This design comes from an exercise in tuning for small area and a short achievable clock period on the open sky130 flow, not from production work.
The RTL was checked by simulation tests, not by an equivalence proof against the original design.

===== design/flow/config.mk =====
export PLATFORM = sky130hd
export DESIGN_NAME = cpu
export DESIGN_NICKNAME = cpu
export VERILOG_FILES = /design/flow/design.v
export SDC_FILE = /design/flow/constraint.sdc
export NUM_CORES = 4
export LEC_CHECK = 0
export ABC_AREA = 1
export CAP_MARGIN = 20
export CORE_MARGIN = 2
export CORE_UTILIZATION = 40
export SLEW_MARGIN = 20

===== design/flow/constraint.sdc =====
create_clock -name core_clock -period 12.0 [get_ports {clock}]
set_input_delay 2.4000 -clock core_clock [delete_from_list [all_inputs] [get_ports {clock}]]
set_output_delay 2.4000 -clock core_clock [all_outputs]
set_load 0.01 [all_outputs]

===== design/flow/design.v =====
module cpu(clock,rst,inputs,leds3,leds2,leds1,leds0,setButton,displayButton,executeButton,reset,LED4,LED9,LED0,LED8);
	input clock,setButton,executeButton,reset;  
	input rst;  
	reg lastPush,currentPush;
	reg setButtonLast;  
	input displayButton;  
	input [7:0] inputs;  
	reg [2:0] Q;  
	output reg LED4;
	wire [7:0] bytes [7:0];  
	wire [3:0] opCode;  
	wire [2:0] regID1,regID2;
	wire [7:0] immValue;
	wire [17:0] instruction;
	wire [17:0] instructionMem0,instructionMem1,instructionMem2,instructionMem3,instructionMem4,
instructionMem5,instructionMem6,instructionMem7,instructionMem8,instructionMem9;  
	wire [1:7] opCodeDisplay3,opCodeDisplay2,opCodeDisplay1,opCodeDisplay0;  
	wire [1:7] reg1Display3,reg1Display2,reg1Display1,reg1Display0;  
	wire [1:7] reg2Display3,reg2Display2,reg2Display1,reg2Display0;  
	wire [1:7] immDisplay3,immDisplay2,immDisplay1,immDisplay0;
	wire [1:7] display3,display2,display1,display0;  
	output reg [1:7] leds3,leds2,leds1,leds0;  
	reg instructionDone;  
	output LED9,LED0,LED8;
	wire [3:0] instructionsSet;  
	always@(posedge clock) begin
		if(rst) begin
			setButtonLast <= 1;
			currentPush <= 0;
		end
		else begin
			setButtonLast <= setButton;
			if(setButtonLast && !setButton) currentPush <= !currentPush;
		end
	end
	always@(posedge clock)begin
		if(rst) begin
			LED4 <= 0;
			Q <= 0;
			lastPush <= 0;
			instructionDone <= 0;
			leds3 <= 7'b1111111;
			leds2 <= 7'b1111111;
			leds1 <= 7'b1111111;
			leds0 <= 7'b1111111;
		end
		else begin
		if(bytes[0]==0) LED4<=1;
		else LED4 <= 0;
		if(!displayButton)begin  
			leds3 <= display3;
			leds2 <= display2;
			leds1 <= display1;
			leds0 <= display0;
		end
		else if(lastPush!=currentPush)begin
			case(Q)
				0 : begin  
				Q <= 1;
				end
				1 : begin   
				Q <= 2;
				end
				2 : begin  
				Q <= 3;
				end
				3 : begin  
				instructionDone <= 1;
				Q <= 0;
				end
			endcase
			lastPush <= currentPush;
		end
		else begin
		case(Q)
		0 : begin  
		leds3 <= opCodeDisplay3;  
		leds2 <= opCodeDisplay2;
		leds1 <= opCodeDisplay1;
		leds0 <= opCodeDisplay0;
		instructionDone <= 0;
		end
		1 : begin
		leds3 <= reg1Display3;  
		leds2 <= reg1Display2;
		leds1 <= reg1Display1;
		leds0 <= reg1Display0;
		end
		2 : begin
		leds3 <= reg2Display3;  
		leds2 <= reg2Display2;
		leds1 <= reg2Display1;
		leds0 <= reg2Display0;
		end
		3: begin
		leds3 <= immDisplay3;  
		leds2 <= immDisplay2;
		leds1 <= immDisplay1;
		leds0 <= immDisplay0;
		end
		endcase
		end
		end
	end
	setOpCodeDisplay op1(clock,rst,opCode,opCodeDisplay3,opCodeDisplay2,opCodeDisplay1,opCodeDisplay0);
	setRegDisplay regDis1(clock,rst,{1'b0,regID1},reg1Display3,reg1Display2,reg1Display1,reg1Display0);
	setRegDisplay regDis2(clock,rst,{1'b0,regID2},reg2Display3,reg2Display2,reg2Display1,reg2Display0);
	setImmValueDisplay immDis1(clock,rst,Q,immValue,immDisplay3,immDisplay2,immDisplay1,immDisplay0);
	setDisplay stage1(clock,rst,Q,{1'b0,regID1},{1'b0,regID2},bytes[0],bytes[1],bytes[2],bytes[3],bytes[4],bytes[5],bytes[6],
		bytes[7],display3,display2,display1,display0);
	instructionFetcher fetch1(LED0,clock,rst,inputs,Q,instruction,opCode,regID1,regID2,immValue);
	instructionMemory mem1(clock,rst,instruction,instructionDone,reset,Q,instructionMem0,
		instructionMem1,instructionMem2,instructionMem3,instructionMem4,
		instructionMem5,instructionMem6,instructionMem7,instructionMem8,instructionMem9,instructionsSet);
	alu alu1(clock,rst,executeButton,instructionsSet,LED8,LED9,bytes[0],bytes[1],bytes[2],bytes[3],bytes[4],bytes[5],bytes[6],bytes[7],
		instructionMem0,instructionMem1,instructionMem2,instructionMem3,instructionMem4,
		instructionMem5,instructionMem6,instructionMem7,instructionMem8,instructionMem9);
endmodule
module instructionFetcher(LED0,clock,rst,switches,state,instruction,opCode,regID1,regID2,immValue);
input [7:0] switches;  
input clock;  
input rst;
input [2:0] state;  
output reg [17:0] instruction;  
output reg [3:0] opCode;
output reg [2:0] regID1,regID2;
output reg [7:0] immValue;
output reg LED0;
	always@(posedge clock)begin
		if(rst) begin
			instruction <= 0;
			opCode <= 0;
			regID1 <= 0;
			regID2 <= 0;
			immValue <= 0;
			LED0 <= 0;
		end
		else begin
		case(state)
			0 : begin  
				opCode <= switches[3:0];
			end
			1 : begin  
				regID1 <= switches[2:0];
			end
			2 : begin 
				regID2 <= switches[2:0];
			end
			3 : begin 
				immValue <= switches;
				if (immValue==192) LED0<=1;
				else LED0<=0;
			end
		endcase
			instruction[17:14] <= opCode;
			instruction[13:11] <= regID1;
			instruction[10:8] <= regID2;
			instruction[7:0] <= immValue;
		end
	end
endmodule
module instructionMemory(clock,rst,instruction,instructionDone,reset,state,instructionMem0,
instructionMem1,instructionMem2,instructionMem3,instructionMem4,
instructionMem5,instructionMem6,instructionMem7,instructionMem8,instructionMem9,instructionsSet);
input clock,rst,reset;
input [2:0] state;
input[17:0]instruction;
input instructionDone;
reg[3:0] i;
reg instructionDoneLast;  
output reg[3:0] instructionsSet;  
output reg [17:0] instructionMem0,
instructionMem1,instructionMem2,instructionMem3,instructionMem4,
instructionMem5,instructionMem6,instructionMem7,instructionMem8,instructionMem9;
always@(posedge clock)begin
	if(rst) begin
		i <= 0;
		instructionsSet <= 0;
		instructionDoneLast <= 0;
		instructionMem0 <= 0;
		instructionMem1 <= 0;
		instructionMem2 <= 0;
		instructionMem3 <= 0;
		instructionMem4 <= 0;
		instructionMem5 <= 0;
		instructionMem6 <= 0;
		instructionMem7 <= 0;
		instructionMem8 <= 0;
		instructionMem9 <= 0;
	end
	else begin
		instructionDoneLast <= instructionDone;
		if(instructionDone && !instructionDoneLast) begin
		case(i)
			0 : instructionMem0 <= instruction;
			1 : instructionMem1 <= instruction;
			2 : instructionMem2 <= instruction;
			3 : instructionMem3 <= instruction;
			4 : instructionMem4 <= instruction;
			5 : instructionMem5 <= instruction;
			6 : instructionMem6 <= instruction;
			7 : instructionMem7 <= instruction;
			8 : instructionMem8 <= instruction;
			9 : instructionMem9 <= instruction;
		endcase
		instructionsSet <= i;  
		if(reset) i <= 0;  
		else i <= i + 1;
		end
	end
end
endmodule
module alu(clock,rst,executeButton,instructionsSet,LED8,LED9,reg0,reg1,reg2,reg3,reg4,reg5,reg6,reg7,instructionMem0,instructionMem1,instructionMem2,instructionMem3,instructionMem4,
instructionMem5,instructionMem6,instructionMem7,instructionMem8,instructionMem9);
input clock,rst,executeButton;
input [17:0] instructionMem0,instructionMem1,instructionMem2,instructionMem3,instructionMem4,
instructionMem5,instructionMem6,instructionMem7,instructionMem8,instructionMem9;
input [3:0] instructionsSet;  
reg [17:0] instruction;
output reg [7:0] reg0,reg1,reg2,reg3,reg4,reg5,reg6,reg7;
output LED8;
output reg LED9;
assign LED8 = 1'b0;  
reg execute;
reg [7:0] r0,r1,r2,r3,r4,r5,r6,r7;
reg [7:0] opReg1,opReg2;
wire [3:0] j = 0;
always@(posedge clock)begin
if(rst) begin
	execute <= 0;
	LED9 <= 0;
	reg0 <= 2; reg1 <= 4; reg2 <= 44; reg3 <= 0; reg4 <= 0; reg5 <= 0;
	reg6 <= 0; reg7 <= 77;
end
else begin
if(!executeButton)begin
	execute <= 1;
end
if(execute)begin
	r0 = reg0; r1 = reg1; r2 = reg2; r3 = reg3;
	r4 = reg4; r5 = reg5; r6 = reg6; r7 = reg7;
	case(j)
	0 : instruction = instructionMem0;
	1 : instruction = instructionMem1;
	2 : instruction = instructionMem2;
	3 : instruction = instructionMem3;
	4 : instruction = instructionMem4;
	5 : instruction = instructionMem5;
	6 : instruction = instructionMem6;
	7 : instruction = instructionMem7;
	8 : instruction = instructionMem8;
	9 : instruction = instructionMem9;
	default : instruction = instructionMem0;
	endcase
	case(instruction[13:11]) 
	3'b000 : opReg1 = r0;
	3'b001 : opReg1 = r1;
	3'b010 : opReg1 = r2;
	3'b011 : opReg1 = r3;
	3'b100 : opReg1 = r4;
	3'b101 : opReg1 = r5;
	3'b110 : opReg1 = r6;
	3'b111 : opReg1 = r7;
	endcase
	case(instruction[10:8]) 
	3'b000 : opReg2 = r0;
	3'b001 : opReg2 = r1;
	3'b010 : opReg2 = r2;
	3'b011 : opReg2 = r3;
	3'b100 : opReg2 = r4;
	3'b101 : opReg2 = r5;
	3'b110 : opReg2 = r6;
	3'b111 : opReg2 = r7;
	endcase
	case(instruction[17:14]) 
	4'b0000 : begin
		r7 = opReg1 + opReg2;
	end
	4'b0001 : begin
	 	r7 = opReg1 - opReg2;
	 end
	4'b0010 : begin
		opReg1[7] = !opReg1[7];
		opReg1[6] = !opReg1[6];
		opReg1[5] = !opReg1[5];
		opReg1[4] = !opReg1[4];
		opReg1[3] = !opReg1[3];
		opReg1[2] = !opReg1[2];
		opReg1[1] = !opReg1[1];
		opReg1[0] = !opReg1[0];
	end
	4'b0011 : begin
		r7[7] = opReg1[7] & opReg2[7];
		r7[6] = opReg1[6] & opReg2[6];
		r7[5] = opReg1[5] & opReg2[5];
		r7[4] = opReg1[4] & opReg2[4];
		r7[3] = opReg1[3] & opReg2[3];
		r7[2] = opReg1[2] & opReg2[2];
		r7[1] = opReg1[1] & opReg2[1];
		r7[0] = opReg1[0] & opReg2[0];
	end
	4'b0100 : begin
		r7[7] = opReg1[7] | opReg2[7];
		r7[6] = opReg1[6] | opReg2[6];
		r7[5] = opReg1[5] | opReg2[5];
		r7[4] = opReg1[4] | opReg2[4];
		r7[3] = opReg1[3] | opReg2[3];
		r7[2] = opReg1[2] | opReg2[2];
		r7[1] = opReg1[1] | opReg2[1];
		r7[0] = opReg1[0] | opReg2[0];
	end
	4'b0101 : begin
		r7[7] = opReg1[7] ^ opReg2[7];
		r7[6] = opReg1[6] ^ opReg2[6];
		r7[5] = opReg1[5] ^ opReg2[5];
		r7[4] = opReg1[4] ^ opReg2[4];
		r7[3] = opReg1[3] ^ opReg2[3];
		r7[2] = opReg1[2] ^ opReg2[2];
		r7[1] = opReg1[1] ^ opReg2[1];
		r7[0] = opReg1[0] ^ opReg2[0];
	end
	4'b0110 : begin
		opReg1 = opReg1 + 1;
	end
	4'b0111 : begin
		opReg1[0] = opReg1[1];
		opReg1[1] = opReg1[2];
		opReg1[2] = opReg1[3];
		opReg1[3] = opReg1[4];
		opReg1[4] = opReg1[5];
		opReg1[5] = opReg1[6];
		opReg1[6] = opReg1[7];
		opReg1[7] = 0;
	end
	4'b1000 : begin
		opReg1[7] = opReg1[6];
		opReg1[6] = opReg1[5];
		opReg1[5] = opReg1[4];
		opReg1[4] = opReg1[3];
		opReg1[3] = opReg1[2];
		opReg1[2] = opReg1[1];
		opReg1[1] = opReg1[0];
		opReg1[0] = 0;
	end
	4'b1001 : ;
	4'b1010 : begin
		case(opReg1)  
		8'd0 : r0 = instruction[7:0];  
		8'd1 : r1 = instruction[7:0];
		8'd2 : r2 = instruction[7:0];
		8'd3 : r3 = instruction[7:0];
		8'd4 : r4 = instruction[7:0];
		default : ;
		endcase
	end
	4'b1011 : ;
	4'b1100 : begin
		opReg2 = opReg1;
	end
	4'b1101 : ;
	4'b1110 : ;
	4'b1111 : ;
	endcase
	case(instruction[13:11]) 
	3'b000 : r0 = opReg1;
	3'b001 : r1 = opReg1;
	3'b010 : r2 = opReg1;
	3'b011 : r3 = opReg1;
	3'b100 : r4 = opReg1;
	3'b101 : r5 = opReg1;
	3'b110 : r6 = opReg1;
	3'b111 : r7 = opReg1;
	endcase
	case(instruction[10:8]) 
	3'b000 : r0 = opReg2;
	3'b001 : r1 = opReg2;
	3'b010 : r2 = opReg2;
	3'b011 : r3 = opReg2;
	3'b100 : r4 = opReg2;
	3'b101 : r5 = opReg2;
	3'b110 : r6 = opReg2;
	3'b111 : r7 = opReg2;
	endcase
	reg0 <= r0; reg1 <= r1; reg2 <= r2; reg3 <= r3;
	reg4 <= r4; reg5 <= r5; reg6 <= r6; reg7 <= r7;
LED9<=1;  
end  
end  
end  
endmodule
module setOpCodeDisplay(clock, rst, opCode, display3,display2,display1,display0);
input clock;
input rst;
input [3:0] opCode;
output reg [1:7] display3,display2,display1,display0;
always@(posedge clock)
	if(rst) begin
	display3 <= 7'b1111111;
	display2 <= 7'b1111111;
	display1 <= 7'b1111111;
	display0 <= 7'b1111111;
	end
	else
	case(opCode)
	4'b0000 : begin  
	display3 <= 7'b1111111;  
	display2 <= 7'b0001000;  
	display1 <= 7'b1000010;  
	display0 <= 7'b1000010;  
	end
	4'b0001 : begin  
	display3 <= 7'b1111111;  
	display2 <= 7'b0100100;  
	display1 <= 7'b1100011;  
	display0 <= 7'b1100000;  
	end
	4'b0010 : begin  
	display3 <= 7'b1111111;  
	display2 <= 7'b1101111;  
	display1 <= 7'b1101010;  
	display0 <= 7'b1100011;  
	end
	4'b0011 : begin  
	display3 <= 7'b1111111;  
	display2 <= 7'b0001000;  
	display1 <= 7'b1101010;  
	display0 <= 7'b1000010;  
	end
	4'b0100 : begin  
	display3 <= 7'b1111111;  
	display2 <= 7'b1111111;  
	display1 <= 7'b1100010;  
	display0 <= 7'b1111010;  
	end
	4'b0101 : begin  
	display3 <= 7'b0110000;  
	display2 <= 7'b1001000;  
	display1 <= 7'b1100010;  
	display0 <= 7'b1111010;  
	end
	4'b0110 : begin  
	display3 <= 7'b1111111;  
	display2 <= 7'b1101111;  
	display1 <= 7'b1101010;  
	display0 <= 7'b1110010;  
	end
	4'b0111 : begin  
	display3 <= 7'b1111111;  
	display2 <= 7'b1111111;  
	display1 <= 7'b0100100;  
	display0 <= 7'b1111010;  
	end
	4'b1000 : begin  
	display3 <= 7'b1111111;  
	display2 <= 7'b1111111;  
	display1 <= 7'b0100100;  
	display0 <= 7'b1110001;  
	end
	4'b1001 : begin  
	display3 <= 7'b1111111;  
	display2 <= 7'b1111111;  
	display1 <= 7'b1110010;  
	display0 <= 7'b0011000;  
	end
	4'b1010 : begin  
	display3 <= 7'b1110001;  
	display2 <= 7'b0000001;  
	display1 <= 7'b0001000;  
	display0 <= 7'b1000010;  
	end
	4'b1011 : begin  
	display3 <= 7'b1111111;  
	display2 <= 7'b1111111;  
	display1 <= 7'b1111111;  
	display0 <= 7'b0010010;  
	end
	4'b1100 : begin  
	display3 <= 7'b1111010;  
	display2 <= 7'b1101010;  
	display1 <= 7'b1100010;  
	display0 <= 7'b1100011;  
	end
	4'b1101 : begin  
	display3 <= 7'b1111111;  
	display2 <= 7'b1100000;  
	display1 <= 7'b1111010;  
	display0 <= 7'b0110000;  
	end
	4'b1110 : begin  
	display3 <= 7'b1111111;  
	display2 <= 7'b1100000;  
	display1 <= 7'b1111010;  
	display0 <= 7'b0100000;  
	end
	4'b1111 : begin  
	display3 <= 7'b1111111;  
	display2 <= 7'b0001111;  
	display1 <= 7'b1100000;  
	display0 <= 7'b1000010;  
	end
	endcase
endmodule
module setRegDisplay(clock, rst, regID, display3,display2,display1,display0);
input clock;
input rst;
input [3:0] regID;
output reg [1:7] display3,display2,display1,display0;
always@(posedge clock)begin
	if(rst) begin
	display3 <= 7'b1111111;
	display2 <= 7'b1111111;
	display1 <= 7'b1111111;
	display0 <= 7'b1111111;
	end
	else
	case(regID)
	4'b0000 : begin  
	display3 <= 7'b1111010;  
	display2 <= 7'b0110000;  
	display1 <= 7'b0000100;  
	display0 <= 7'b0000001;  
	end
	4'b0001 : begin  
	display3 <= 7'b1111010;  
	display2 <= 7'b0110000;  
	display1 <= 7'b0000100;  
	display0 <= 7'b1001111;  
	end
	4'b0010 : begin  
	display3 <= 7'b1111010;  
	display2 <= 7'b0110000;  
	display1 <= 7'b0000100;  
	display0 <= 7'b0010010;  
	end
	4'b0011 : begin 
	display3 <= 7'b1111010;  
	display2 <= 7'b0110000;  
	display1 <= 7'b0000100;  
	display0 <= 7'b0000110;  
	end
	4'b0100 : begin 
	display3 <= 7'b1111010;  
	display2 <= 7'b0110000;  
	display1 <= 7'b0000100;  
	display0 <= 7'b1001100;  
	end
	4'b0101 : begin 
	display3 <= 7'b1111010;  
	display2 <= 7'b0110000;  
	display1 <= 7'b0000100;  
	display0 <= 7'b0100100;  
	end
	4'b0110 : begin 
	display3 <= 7'b1111010;  
	display2 <= 7'b0110000;  
	display1 <= 7'b0000100;  
	display0 <= 7'b0100000;  
	end
	4'b0111 : begin 
	display3 <= 7'b1111010;  
	display2 <= 7'b0110000;  
	display1 <= 7'b0000100;  
	display0 <= 7'b0001111;  
	end
	endcase
end
endmodule
module setImmValueDisplay(clock,rst,Q,immValue,display3,display2,display1,display0);
	input clock;
	input rst;
	input [2:0] Q;
	output reg [1:7] display3,display2,display1,display0;
	input [7:0] immValue;  
	reg [3:0] noRem1;  
	reg [3:0] noRem2;
	reg [11:0] BCD;  
	always@(posedge clock)begin
		if(rst) begin
		display3 <= 7'b1111111;
		display2 <= 7'b1111111;
		display1 <= 7'b1111111;
		display0 <= 7'b1111111;
		end
		else begin
		BCD[3:0] = immValue % 10;  
		noRem1 = (immValue-BCD[3:0])/10;
		BCD[7:4] = noRem1 % 10;  
		noRem2 = (noRem1-BCD[7:4])/10;
		BCD[11:8] = noRem2 % 10;  
		display3 <= 7'b0000001;  
		case(BCD[11:8])   
			0: display2<=7'b0000001; 
			1: display2<=7'b1001111; 
			2: display2<=7'b0010010; 
			3: display2<=7'b0000110; 
			4: display2<=7'b1001100; 
			5: display2<=7'b0100100; 
			6: display2<=7'b0100000; 
			7: display2<=7'b0001111; 
			8: display2<=7'b0000000; 
			9: display2<=7'b0000100; 
		endcase
		case(BCD[7:4])   
			0: display1<=7'b0000001; 
			1: display1<=7'b1001111; 
			2: display1<=7'b0010010; 
			3: display1<=7'b0000110; 
			4: display1<=7'b1001100; 
			5: display1<=7'b0100100; 
			6: display1<=7'b0100000; 
			7: display1<=7'b0001111; 
			8: display1<=7'b0000000; 
			9: display1<=7'b0000100; 
		endcase
		case(BCD[3:0])   
			0: display0<=7'b0000001; 
			1: display0<=7'b1001111; 
			2: display0<=7'b0010010; 
			3: display0<=7'b0000110; 
			4: display0<=7'b1001100; 
			5: display0<=7'b0100100; 
			6: display0<=7'b0100000; 
			7: display0<=7'b0001111; 
			8: display0<=7'b0000000; 
			9: display0<=7'b0000100; 
		endcase
	end
	end
endmodule
module setDisplay(clock,rst,Q,regID1,regID2,reg0,reg1,reg2,reg3,reg4,
	reg5,reg6,reg7,display3,display2,display1,display0);
	input clock;
	input rst;
	input [2:0] Q;
	input [3:0] regID1,regID2;
	input [7:0] reg0,reg1,reg2,reg3,reg4,reg5,reg6,reg7;
	output reg [1:7] display3,display2,display1,display0;
	reg [7:0] displayReg;  
	reg [3:0] noRem1;  
	reg [3:0] noRem2;
	reg [11:0] BCD;  
	always@(posedge clock)begin
		if(rst) begin
		displayReg <= 0;
		display3 <= 7'b1111111;
		display2 <= 7'b1111111;
		display1 <= 7'b1111111;
		display0 <= 7'b1111111;
		end
		else begin
		case(Q)
		0 : ;
		1 : begin  
			case(regID1)
			4'b0000 : displayReg <= reg0;
			4'b0001 : displayReg <= reg1;
			4'b0010 : displayReg <= reg2;
			4'b0011 : displayReg <= reg3;
			4'b0100 : displayReg <= reg4;
			4'b0101 : displayReg <= reg5;
			4'b0110 : displayReg <= reg6;
			4'b0111 : displayReg <= reg7;
			endcase
		end
		2 : begin  
			case(regID2)
			4'b0000 : displayReg <= reg0;
			4'b0001 : displayReg <= reg1;
			4'b0010 : displayReg <= reg2;
			4'b0011 : displayReg <= reg3;
			4'b0100 : displayReg <= reg4;
			4'b0101 : displayReg <= reg5;
			4'b0110 : displayReg <= reg6;
			4'b0111 : displayReg <= reg7;
			endcase
		end
		3 : begin  
			case(regID1)
			4'b0000 : displayReg <= reg0;
			4'b0001 : displayReg <= reg1;
			4'b0010 : displayReg <= reg2;
			4'b0011 : displayReg <= reg3;
			4'b0100 : displayReg <= reg4;
			4'b0101 : displayReg <= reg5;
			4'b0110 : displayReg <= reg6;
			4'b0111 : displayReg <= reg7;
			endcase
		end
		endcase
		BCD[3:0] = displayReg % 10;  
		noRem1 = (displayReg-BCD[3:0])/10;
		BCD[7:4] = noRem1 % 10;  
		noRem2 = (noRem1-BCD[7:4])/10;
		BCD[11:8] = noRem2 % 10;  
		display3 <= 7'b0000001;  
		case(BCD[11:8])   
			0: display2<=7'b0000001; 
			1: display2<=7'b1001111; 
			2: display2<=7'b0010010; 
			3: display2<=7'b0000110; 
			4: display2<=7'b1001100; 
			5: display2<=7'b0100100; 
			6: display2<=7'b0100000; 
			7: display2<=7'b0001111; 
			8: display2<=7'b0000000; 
			9: display2<=7'b0000100; 
		endcase
		case(BCD[7:4])   
			0: display1<=7'b0000001; 
			1: display1<=7'b1001111; 
			2: display1<=7'b0010010; 
			3: display1<=7'b0000110; 
			4: display1<=7'b1001100; 
			5: display1<=7'b0100100; 
			6: display1<=7'b0100000; 
			7: display1<=7'b0001111; 
			8: display1<=7'b0000000; 
			9: display1<=7'b0000100; 
		endcase
		case(BCD[3:0])   
			0: display0<=7'b0000001; 
			1: display0<=7'b1001111; 
			2: display0<=7'b0010010; 
			3: display0<=7'b0000110; 
			4: display0<=7'b1001100; 
			5: display0<=7'b0100100; 
			6: display0<=7'b0100000; 
			7: display0<=7'b0001111; 
			8: display0<=7'b0000000; 
			9: display0<=7'b0000100; 
		endcase
	end
	end
endmodule

===== design/flow/run.sh =====
#!/bin/bash
# synth_recipe.tcl (not shown) runs the flow's synth.tcl, then flattens the netlist and writes it again
# the make line also repeats each setting of config.mk as NAME=value (left out here)
make -C /OpenROAD-flow-scripts/flow DESIGN_CONFIG=/design/flow/config.mk WORK_HOME=/design/flow/orfs CLKGATE_MAP_FILE= SYNTH_SCRIPT=/design/flow/synth_recipe.tcl finish

==> notes.md <==
Cells and area:
- Relative to the synthesized area, the layout overhead comes to 12.16%.
- The final cell utilization of the core is between 40% and 50%.
- The finished layout holds between 2000 and 3000 standard cells, fillers aside.
- The layout cell share with drive strength beyond 1 is 7.995%.
- The net total in the final layout is approximately 2500.
- The number of antenna diodes in the final layout is 0.

STA:
- The final cycle utilization of the critical path is 77.50%.
- The transition time at the pin with the least slew margin is about 1.2 ns.
- Across the routed clock network, the largest skew measured is roughly 0.017 ns.
- The smallest clock period supported by the final layout is computed as approximately 9.3 ns.
- The final setup violation count is 0.
- Across all hold checks on the routed design, the worst slack comes to ~0.44 ns.
- The setup TNS is 0 ns.
- The number of failing hold endpoints at the final stage is 0.
- In this run the tightest slew margin relative to its limit is approximately 18%.
- Setup repair after global routing left no endpoint under its margin.
- The final count of pins violating max slew is 0.
- The maximum clock frequency is roughly 0.11 GHz.

Worst setup path:
- The peak per-stage delay on the critical path is roughly 0.44 ns.
- The critical path start-end classification is flop to flop.
- The critical path contains buffers and inverters numbering 16 combined.
- The arrival time reported for the critical path endpoint is approximately 9.8 ns.
- The worst setup path is launched from a flop.
- The critical path data required time is ~12 ns.
- The cell type of the slowest stage on the worst timing path is sky130_fd_sc_hd__dfxtp_1.
- The cell type group with the largest total delay on the critical path is simple AND/OR/NAND/NOR gates.
- By instance count, the cell type seen most on the critical path is sky130_fd_sc_hd__nand2_1.
- The worst setup path is captured at a flop.
- The peak fanout along the critical path is 8.

Floorplan:
- Row generation in the floorplan step produced 73 rows.
- The area of the die is roughly 0.042 mm^2.
- The core region is 0.03964 mm^2.
- The initial cell density of the core is around 40%.
- The die span in x is between 200 and 250 um.
- Measured along the y axis, the die boundary spans 204.2 um.
- The boundary pin count is 46.

Synthesis:
- The fraction of registers with async set/reset is 0%.
- The number of distinct library cells after synthesis is between 60 and 70.
- Synthesis inferred about 250 register bits.
- The part of the Yosys area used for sequential elements is 31.33%.
- Among all flip-flop cells after synthesis, the most frequent one is sky130_fd_sc_hd__dfxtp_1.
- The total standard cell area after synthesis is 0.01604 mm^2.
- The count of flip-flops with a built-in enable after synthesis is 0.
- During synthesis, Yosys emitted a total of 8 warnings.
- The number of instances in the synthesized netlist is about 2400.
- Each instance of the synthesized netlist takes up on average approximately 6.8 um^2.

Status:
- The flow ran to the end and the layout has no timing, DRC or antenna violations.

Routing:
- In this run, the number of DRC markers left after iteration 0 of detailed routing was ~1800.
- The routed design has 57620 um of wire.
- The first-pass iteration count of the detailed router is 5.
- The number of nets with antenna violations after detailed routing is 0.
- The via total after detailed routing is ~17000.
- After detailed routing, the number of remaining DRC violations is 0.
- Using the TritonRoute via totals, the vias-per-cell ratio works out to 5.790.
- After detailed routing, the average wire length per cell comes to approximately 20 um.

Job:
- The number of max-cap violations is 0.

CTS:
- In this run the number of H-tree levels came out at 1.
- The post-CTS clock slew at the launch and capture registers of the worst setup and hold paths is 0.06 ns.
- TritonCTS built the clock tree.
- The clock root buffer is sky130_fd_sc_hd__clkbuf_16.
- The later-pin clock latency in the skew report is about 0.56 ns.
- The quantity of hold-fixing buffers added after cts is 0.
- The post-CTS resize count is 0.
- The number of CTS-inserted buffers is 28.
- Clock tree synthesis found a total of between 200 and 300 sinks.
- The largest buffer count on any clock path is 3.
- The number of buffers added for setup after CTS is 0.

Min path:
- The class of the worst hold path is flop to flop.

Global routing:
- The first global-routing pass estimated 89730 um of wire.
- Entering global routing, the biggest net connects just under 80 pins.
- The via count of the first global-routing pass is roughly 16000.
- For this run the aggregate overflow at the end of global routing stands at 0.
- The global routing usage summed across all routing layers is around 27%.
- The initial antenna violation count is 0.

Placed design:
- The HPWL reported at the end of detailed placement is 43580 um.
- The placer's final routability congestion estimate is 0.9891.
- Port buffering added 44 buffers.
- The instance count after placement with tap cells included is slightly below 3000.
==> logic make-up after synthesis <==
kind of cell / Yosys count / share of synthesized area [%]
xor gates and xnor gates: 33 / 2.060
other: 2 / 0.04683
and+or+nand+nor: 887 / 24.69
DFF: 251 / 31.33
buffers and inverters: 410 / 9.745
adders and majority gates: 67 / 5.321
AOI/OAI and AO/OA: 725 / 26.81
==> Yosys cell counts (6+ instances only) <==
cell | instances | area, um^2
sky130_fd_sc_hd__a2111oi_0 | 9 | 78.83
sky130_fd_sc_hd__a211oi_1 | 7 | 52.55
sky130_fd_sc_hd__a21oi_1 | 230 | 1151
sky130_fd_sc_hd__a221oi_1 | 24 | 210.2
sky130_fd_sc_hd__a22oi_1 | 33 | 247.7
sky130_fd_sc_hd__a31oi_1 | 30 | 187.7
sky130_fd_sc_hd__a41oi_1 | 7 | 61.31
sky130_fd_sc_hd__buf_1 | 12 | 45.04
sky130_fd_sc_hd__clkbuf_1 | 58 | 217.7
sky130_fd_sc_hd__clkinv_1 | 16 | 60.06
sky130_fd_sc_hd__dfxtp_1 | 251 | 5025
sky130_fd_sc_hd__ha_1 | 65 | 813.3
sky130_fd_sc_hd__inv_1 | 284 | 1066
sky130_fd_sc_hd__inv_2 | 32 | 120.1
sky130_fd_sc_hd__nand2_1 | 443 | 1663
sky130_fd_sc_hd__nand2_2 | 36 | 225.2
sky130_fd_sc_hd__nand3_1 | 139 | 695.7
sky130_fd_sc_hd__nand3_2 | 11 | 110.1
sky130_fd_sc_hd__nand4_1 | 36 | 225.2
sky130_fd_sc_hd__nor2_1 | 162 | 608.1
sky130_fd_sc_hd__nor2_2 | 9 | 56.30
sky130_fd_sc_hd__nor3_1 | 18 | 90.09
sky130_fd_sc_hd__o2111ai_1 | 12 | 105.1
sky130_fd_sc_hd__o211ai_1 | 35 | 262.8
sky130_fd_sc_hd__o21ai_0 | 197 | 986.0
sky130_fd_sc_hd__o21ai_1 | 23 | 115.1
sky130_fd_sc_hd__o221ai_1 | 13 | 113.9
sky130_fd_sc_hd__o22ai_1 | 80 | 500.5
sky130_fd_sc_hd__o31ai_1 | 6 | 45.04
sky130_fd_sc_hd__xnor2_1 | 9 | 78.83
sky130_fd_sc_hd__xor2_1 | 20 | 175.2
==> sequential cells by signal, summed over array words and instances, names as in the netlist, 8 cells and up <==
register	cells
fetch1.instruction	18
alu1.reg2	8
stage1.displayReg	8
alu1.reg3	8
alu1.reg4	8
mem1.instructionMem0	18
alu1.reg1	8
alu1.reg5	8
fetch1.immValue	8
alu1.reg7	8
alu1.reg0	8
alu1.reg6	8
==> worst paths after layout <==
path                                      startpoint  cells past startpoint                  endpoint  slack (ns)
worst max register to register  stage1.displayReg[6]                     68        stage1.display2[4]        2.70
worst min-delay path                 instructionDone                      2  mem1.instructionDoneLast        0.44
worst max-delay path            stage1.displayReg[6]                     68        stage1.display2[4]        2.70
worst min register to register       instructionDone                      2  mem1.instructionDoneLast        0.44
==> metrics by stage <==
stage               instance area [um^2]  setup WS (ns)
floorplan                          16040          4.055
global placement                   16990          3.362
detailed placement                 16990          2.836
CTS                                17960          2.773
global route                       17990          1.565
finish                             17990          2.700
==> area by class of cell <==
type / count / area [um^2]
sequential: 251 / 5025
tap: 525 / 656.9
clock inverter: 11 / 152.6
fill: 4168 / 21650
timing repair buffer: 64 / 585.6
multi-input combinational: 1716 / 9488
inverter: 333 / 1255
clock buffer: 39 / 823.3
==> tightest hold or removal path, stage by stage, from the launching register on <==
cell and delay [ns]:
sky130_fd_sc_hd__dfxtp_1 0.29, sky130_fd_sc_hd__inv_1 0.06, sky130_fd_sc_hd__nor2_1 0.05
==> cells in the final DEF (no fill, tap or decap), types with 6 or more instances in the layout <==
cell,count
sky130_fd_sc_hd__nand2_1,443
sky130_fd_sc_hd__inv_1,284
sky130_fd_sc_hd__dfxtp_1,251
sky130_fd_sc_hd__a21oi_1,228
sky130_fd_sc_hd__o21ai_0,194
sky130_fd_sc_hd__nor2_1,162
sky130_fd_sc_hd__nand3_1,139
sky130_fd_sc_hd__o22ai_1,80
sky130_fd_sc_hd__ha_1,65
sky130_fd_sc_hd__clkdlybuf4s50_1,43
sky130_fd_sc_hd__nand2_2,36
sky130_fd_sc_hd__nand4_1,36
sky130_fd_sc_hd__o211ai_1,35
sky130_fd_sc_hd__a22oi_1,33
sky130_fd_sc_hd__inv_2,32
sky130_fd_sc_hd__a31oi_1,29
sky130_fd_sc_hd__clkbuf_16,29
sky130_fd_sc_hd__o21ai_1,26
sky130_fd_sc_hd__a221oi_1,24
sky130_fd_sc_hd__xor2_1,20
sky130_fd_sc_hd__buf_4,20
sky130_fd_sc_hd__nor3_1,17
sky130_fd_sc_hd__clkinv_1,15
sky130_fd_sc_hd__o221ai_1,13
sky130_fd_sc_hd__o2111ai_1,12
sky130_fd_sc_hd__nand3_2,11
sky130_fd_sc_hd__nor2_2,9
sky130_fd_sc_hd__xnor2_1,9
sky130_fd_sc_hd__a2111oi_0,9
sky130_fd_sc_hd__a41oi_1,7
sky130_fd_sc_hd__o31ai_1,6
sky130_fd_sc_hd__a211oi_1,6
sky130_fd_sc_hd__clkbuf_8,6
==> routing by layer <==
metal	up-vias	GRT usage [%]	part of all wire [%]	wire, um
li1	8180	-	-	-
met2	781	40.17	41	23710
met3	114	5.022	9.7	5574
met4	0	8.411	3.1	1758
met5	-	0	0	0
met1	7943	40.27	46	26580

## static timing again, ports no longer ideal
How much do the figures lean on ideal ports? The routed layout below was timed once more, with nothing changed but the port constraints.
Step 1: set_driving_cell puts a clkbuf_16 on clock and a buf_2 on each other input, an assumption about the parent block.
Step 2 adds t to the input delays and takes it off the output delays; t is the mean of the earliest and latest rising clock arrival at the registers after step 1. Input paths then give back, and output paths get back, about the clock's delay inside the block.
a / b / c = ideal / step 1 / step 2; a / b = the first two.
shift t [ns]: 0.603
setup WS [ns]: 2.700 / 2.700 / 2.700
worst setup path after step 2: register to register
clock arrival spread, ns: 0.018 / 0.017
pins driven straight from the clock port: 1
After both steps setup and hold are still met in this run. For this run, drivers alone change the setup slack by 0.000 ns; drivers and shift together by 0.000 ns.
